This is an optimization exercise on Yosys and OpenROAD, whose aim is small area, not a production implementation.
At most, simulation tests tie the RTL to the original design; equivalence was not proved.
The flow treats the clock pin as an ideal source. Dropping or thinning the clock tree relies on that and would not hold on a real chip.
No activity file was given, so power comes from the tool's default toggle rates.

run P:
## gowin_top_entity
module gowin_top_entity(
    Sys_clk, Beep, Key, Sw, Uart_rxd, Uart_txd, Blue_Led,
    Tri_color_LED_1, Tri_color_LED_2, Tri_color_LED_3, Tri_color_LED_4,
    Dig_Seg_Sel, Seg_Blue_Led
);
For scale: about 48 I/O pins, about 0.0033 mm^2 of cells after synthesis.
==> module gowin_top_entity, before the edit <==
module gowin_top_entity(
    Sys_clk, Beep, Key, Sw, Uart_rxd, Uart_txd, Blue_Led,
    Tri_color_LED_1, Tri_color_LED_2, Tri_color_LED_3, Tri_color_LED_4,
    Dig_Seg_Sel, Seg_Blue_Led
);
    input        Sys_clk;
    output       Beep;
    input  [8:1] Key;
    input  [4:1] Sw;
    input        Uart_rxd;
    output       Uart_txd;
    output [8:1] Blue_Led;
    output [2:0] Tri_color_LED_1;
    output [2:0] Tri_color_LED_2;
    output [2:0] Tri_color_LED_3;
    output [2:0] Tri_color_LED_4;
    output [3:0] Dig_Seg_Sel;
    output [7:0] Seg_Blue_Led;
    wire rst = ~Key[1];
    reg [3:0] u;       
    reg [2:0] q;       
    reg       fl;      
    wire u9 = (u == 4'd9);
    always @(posedge Sys_clk)
        if (rst) begin
            u  <= 4'd5;
            q  <= 3'd0;
            fl <= 1'b1;
        end else begin
            u <= u9 ? 4'd0 : u + 4'd1;
            if (u9) q <= q + 3'd1;
            if (u9 && q == 3'd7) fl <= 1'b0;
        end
    wire rd = ~fl | (q > 3'd2) | ((q == 3'd2) & (u > 4'd1));
    wire hi = fl & ((q < 3'd4) | (q == 3'd4));
    wire [2:0] w8      = {q[1:0], 1'b0} + u[2:0];               
    wire       tick10  = (w8 == 3'd6);                           
    wire       clk1k   = (w8[1:0] == 2'd3) | (w8[1:0] == 2'd0);  
    wire       tick1hz = (q == 3'd4) && (u == 4'd2);             
    wire       latch   = u9 && (q[1:0] == 2'd0) && rd;           
    reg       prev_sw;
    reg [1:0] mb;      
    wire [2:0] md = {mb[1], mb[0], ~mb[1] & ~mb[0]};    
    always @(posedge Sys_clk) begin
        if (tick10) prev_sw <= Sw[1];    
        if (rst) mb <= 2'd0;
        else if (tick10 && rd && !prev_sw && Sw[1]) mb <= {mb[0], ~mb[1] & ~mb[0]};
    end
    reg [4:0] hr;
    reg [5:0] mn;
    reg [5:0] sc;
    wire inc_s = ~Sw[1] | (Sw[2] & md[0]);
    wire inc_m = Sw[1] & Sw[2] & md[1];
    wire inc_h = Sw[1] & Sw[2] & md[2];
    wire hr23 = (hr == 5'd23);
    wire mn59 = (mn == 6'd59);
    wire sc59 = (sc == 6'd59);
    wire s_c  = inc_s & sc59;
    wire m_in = inc_m | s_c;
    wire m_c  = m_in & mn59;
    wire h_in = inc_h | m_c;
    always @(posedge Sys_clk)
        if (rst || (tick1hz && h_in && hr23)) begin
            hr <= 5'd0; mn <= 6'd0; sc <= 6'd0;
        end else if (tick1hz) begin
            if (inc_s) sc <= sc59 ? 6'd0 : sc + 6'd1;
            if (m_in)  mn <= mn59 ? 6'd0 : mn + 6'd1;
            if (h_in)  hr <= hr + 5'd1;
        end
    reg [4:0] ah;
    reg [5:0] am;
    wire a_en  = tick10 & rd & Sw[3];
    wire a_m   = ~Key[7] &  Key[8];    
    wire a_h   =  Key[7] & ~Key[8];    
    wire am59  = (am == 6'd59);
    wire ah23  = (ah == 5'd23);
    wire ah_in = a_h | (a_m & am59);
    always @(posedge Sys_clk)
        if (rst) begin
            ah <= 5'd1; am <= 6'd1;
        end else if (a_en && ah_in && ah23) begin
            ah <= 5'd0; am <= 6'd0;
        end else if (a_en) begin
            if (a_m)   am <= am59 ? 6'd0 : am + 6'd1;
            if (ah_in) ah <= ah + 5'd1;
        end
    reg [4:0] cp;      
    wire chime_in = (mn == 6'd0) && (sc != 6'd0) && (sc < 6'd20);
    always @(posedge Sys_clk)
        if (rst) cp <= 5'd23;
        else if (tick10) begin
            if (cp == 5'd23) cp <= chime_in ? 5'd1 : 5'd23;
            else cp <= cp + 5'd1;
        end
    wire chime_out = (cp == 5'd1) | (cp == 5'd2) | (cp == 5'd3) |
                     (cp == 5'd6) | (cp == 5'd7) | (cp == 5'd8) |
                     (cp == 5'd11) | (cp == 5'd12) | (cp == 5'd13);
    reg [5:0] fs;      
    reg [2:0] ft;      
    wire eq = (ah == hr) && (am == mn) && (sc == 6'd0);
    wire f_idle = (fs == 6'd0);
    always @(posedge Sys_clk) begin
        if (rst) fs <= 6'd0;
        else if (tick10) begin
            if (f_idle) begin
                if (eq) fs <= 6'd39;
            end else if (ft == 3'b100)
                fs <= fs - 6'd1;
        end
        if (tick10) ft <= f_idle ? 3'b000 : {ft[1:0], ~ft[1] & ~ft[2]};
    end
    assign Beep = clk1k & (chime_out | fs[0]);
    reg [5:0] p1, p2;    
    reg       dob;       
    always @(posedge Sys_clk)
        if (latch) begin
            p1  <= Sw[4] ? (Sw[3] ? am : mn) : (Sw[3] ? {1'b0, ah} : {1'b0, hr});
            p2  <= Sw[4] ? (Sw[3] ? 6'd0 : sc) : (Sw[3] ? am : mn);
            dob <= Sw[3];
        end
    wire [1:0] s = q[1:0];
    wire [5:0] pv = s[1] ? p2 : p1;
    reg  [7:0] seg;
    reg  [3:0] dg;
    always @(*) begin
        dg = s[0] ? (pv % 6'd10) : (pv / 6'd10);
        if (hi)
            seg = !s[1] ? 8'hFF : (s[0] ? 8'h0B : 8'hDF);
        else begin
            case (dg)
                4'd0: seg[6:0] = 7'h40;
                4'd1: seg[6:0] = 7'h79;
                4'd2: seg[6:0] = 7'h24;
                4'd3: seg[6:0] = 7'h30;
                4'd4: seg[6:0] = 7'h19;
                4'd5: seg[6:0] = 7'h12;
                4'd6: seg[6:0] = 7'h02;
                4'd7: seg[6:0] = 7'h78;
                4'd8: seg[6:0] = 7'h00;
                default: seg[6:0] = 7'h10;
            endcase
            seg[7] = ~(dob | ((s == 2'd1) & sc[0]));
        end
    end
    assign Seg_Blue_Led = seg;
    assign Dig_Seg_Sel  = ~(4'b0001 << s);
    assign Blue_Led        = {md, 1'b0, ~Key[8], ~Key[7], 1'b0, sc[0]};
    assign Tri_color_LED_1 = {1'b0, rd, ~Key[1]};
    assign Tri_color_LED_2 = 3'b000;
    assign Tri_color_LED_3 = 3'b000;
    assign Tri_color_LED_4 = md;
    assign Uart_txd        = 1'b1;
endmodule
export LEC_CHECK = 0
export CAP_MARGIN = 20
export CORE_MARGIN = 2
export CORE_UTILIZATION = 60
export SLEW_MARGIN = 20
create_clock -name core_clock -period 40.0 [get_ports {Sys_clk}]
standard.sh (not shown) runs the stock make flow with config.mk's settings and CLKGATE_MAP_FILE= SYNTH_SCRIPT=/design/flow/synth_recipe.tcl, a recipe that flattens the netlist after the stock synthesis.
==> flow/flow/run.sh <==
#!/bin/bash
# Layout flow: ORFS as in standard.sh, with these changes:
#  - synthesis: the standard flow's synthesis script, but adders are left to ABC
#    (no ha/fa pre-mapping), and ABC maps for area with deeper scripts
#    (flow/abc*.script; the smallest result is kept, see flow/my_synth.tcl);
#    registers are inferred and named as in the standard synthesis;
#  - port buffers use the smallest buffer (buf_1);
#  - one tie cell per constant value, without splitting its fanout;
set -uo pipefail
HERE=$(pwd)
FLOWDIR=$HERE/flow
CFG=${FLOW_CONFIG:-$HERE/config.mk}
export MY_ABC_SCRIPTS="$(ls $FLOWDIR/abc*.script | tr "\n" " ")"
[ -f $FLOWDIR/clk_buf.txt ] && export MY_CLK_BUF="$(cat $FLOWDIR/clk_buf.txt)"
[ -f $FLOWDIR/clk_n.txt ] && export MY_CLK_N="$(cat $FLOWDIR/clk_n.txt)"
EXTRA_MAKE=""
[ -f $FLOWDIR/extra_make.txt ] && EXTRA_MAKE="$(cat $FLOWDIR/extra_make.txt)"
make -C $FLOW_HOME DESIGN_CONFIG=$CFG WORK_HOME=$HERE/orfs CLKGATE_MAP_FILE= \
  SYNTH_SCRIPT=$FLOWDIR/my_synth.tcl ADDER_MAP_FILE= \
  BUFFER_PORTS_ARGS="-buffer_cell sky130_fd_sc_hd__buf_1" \
  PRE_CTS_TCL=$FLOWDIR/pre_cts.tcl SKIP_REPAIR_TIE_FANOUT=1 $EXTRA_MAKE \
  finish > $HERE/make_finish.log 2>&1
status=$?
R=$HERE/orfs/results/${FLOW_PLATFORM:-sky130hd}/gowin_top_entity/base
if [[ -f $R/6_final.odb ]]; then
  : # left out here: write the final layout as DEF
fi
exit $status
Other scripts of this flow, unchanged in this note and not shown: flow/flow/abc01.script, flow/flow/abc02.script, flow/flow/abc03.script, flow/flow/abc04.script, flow/flow/abc05.script, flow/flow/abc06.script, flow/flow/abc07.script, flow/flow/abc08.script, flow/flow/abc09.script, flow/flow/abc10.script, flow/flow/clk_buf.txt, flow/flow/clk_n.txt, flow/flow/my_synth.tcl, flow/flow/pre_cts.tcl
Relative to run P, the following input files were edited for run H:
diff --git a/flow/design.v b/flow/design.v
--- a/flow/design.v
+++ b/flow/design.v
@@ -87,14 +87,14 @@
     reg [4:0] cp;      
     wire chime_in = (mn == 6'd0) && (sc != 6'd0) && (sc < 6'd20);
     always @(posedge Sys_clk)
-        if (rst) cp <= 5'd23;
+        if (rst) cp <= 5'd31;
         else if (tick10) begin
-            if (cp == 5'd23) cp <= chime_in ? 5'd1 : 5'd23;
+            if (cp == 5'd31) cp <= chime_in ? 5'd9 : 5'd31;
             else cp <= cp + 5'd1;
         end
-    wire chime_out = (cp == 5'd1) | (cp == 5'd2) | (cp == 5'd3) |
-                     (cp == 5'd6) | (cp == 5'd7) | (cp == 5'd8) |
-                     (cp == 5'd11) | (cp == 5'd12) | (cp == 5'd13);
+    wire chime_out = (cp == 5'd9) | (cp == 5'd10) | (cp == 5'd11) |
+                     (cp == 5'd14) | (cp == 5'd15) | (cp == 5'd16) |
+                     (cp == 5'd19) | (cp == 5'd20) | (cp == 5'd21);
     reg [5:0] fs;      
     reg [2:0] ft;      
     wire eq = (ah == hr) && (am == mn) && (sc == 6'd0);
Findings:
Mean instance size in the synthesized netlist (run H over run P): increase, about 0.5%. The final reports for run H and run P show number of global-route vias before repair lower in the former. NOTE: longest individual stage delay on the worst path in run H exceeds that of run P. On sequential share of cell area, run H and run P are neck and neck. Looking at part of the power in registers across run H and run P, the one that comes out higher is run H. Run H does worse than run P on wire length of the first global-routing pass. Looking at worst hold margin across both flows, run H is the weaker of the two, with run P ahead. Re number of antenna violations at the first check in global routing: no difference whatsoever between run P and run H. Looking at run H and run P, the final instance area is a wash. For the worst-case setup margin in the final layout, run H came in 470 ps lower than run P did.
Function not checked in run P: the RTL went through the layout flow alone. No run of this note takes its clock network from TritonCTS; it comes from the design's own scripts or RTL.

## re-timing with driven ports
No port has a modelled driver above. Below, the same layouts with a new extraction and two added sets of constraints. Step 1 (the two cells are an assumption about what drives the block):
set clk [get_ports {Sys_clk}]
set_driving_cell -lib_cell sky130_fd_sc_hd__clkbuf_16 $clk
set_driving_cell -lib_cell sky130_fd_sc_hd__buf_2 [delete_from_list [all_inputs] $clk]
Step 2 also shifts input and output timing later by t, the mid clock arrival at the registers, as if the neighbouring blocks saw the same clock. a / b / c = no drivers / after step 1 / after step 2; a / b = the first two.
| run | shift t [ns] | setup WS [ns] | worst setup path after step 2 | clock arrival spread, ns | slew at the worst register clock pin (ns) |
|---|---|---|---|---|---|
| run P | 0.194 | 22.975 / 22.953 / 22.953 | input to output | 0.012 / 0.011 | 0.11 / 0.11 |
| run H | 0.198 | 22.506 / 22.482 / 22.482 | input to output | 0.009 / 0.009 | 0.11 / 0.11 |
After both steps setup and hold are still met in every run listed. The setup slack of run H, which loses most, moves by -0.024 ns with the drivers and by -0.024 ns with both steps.
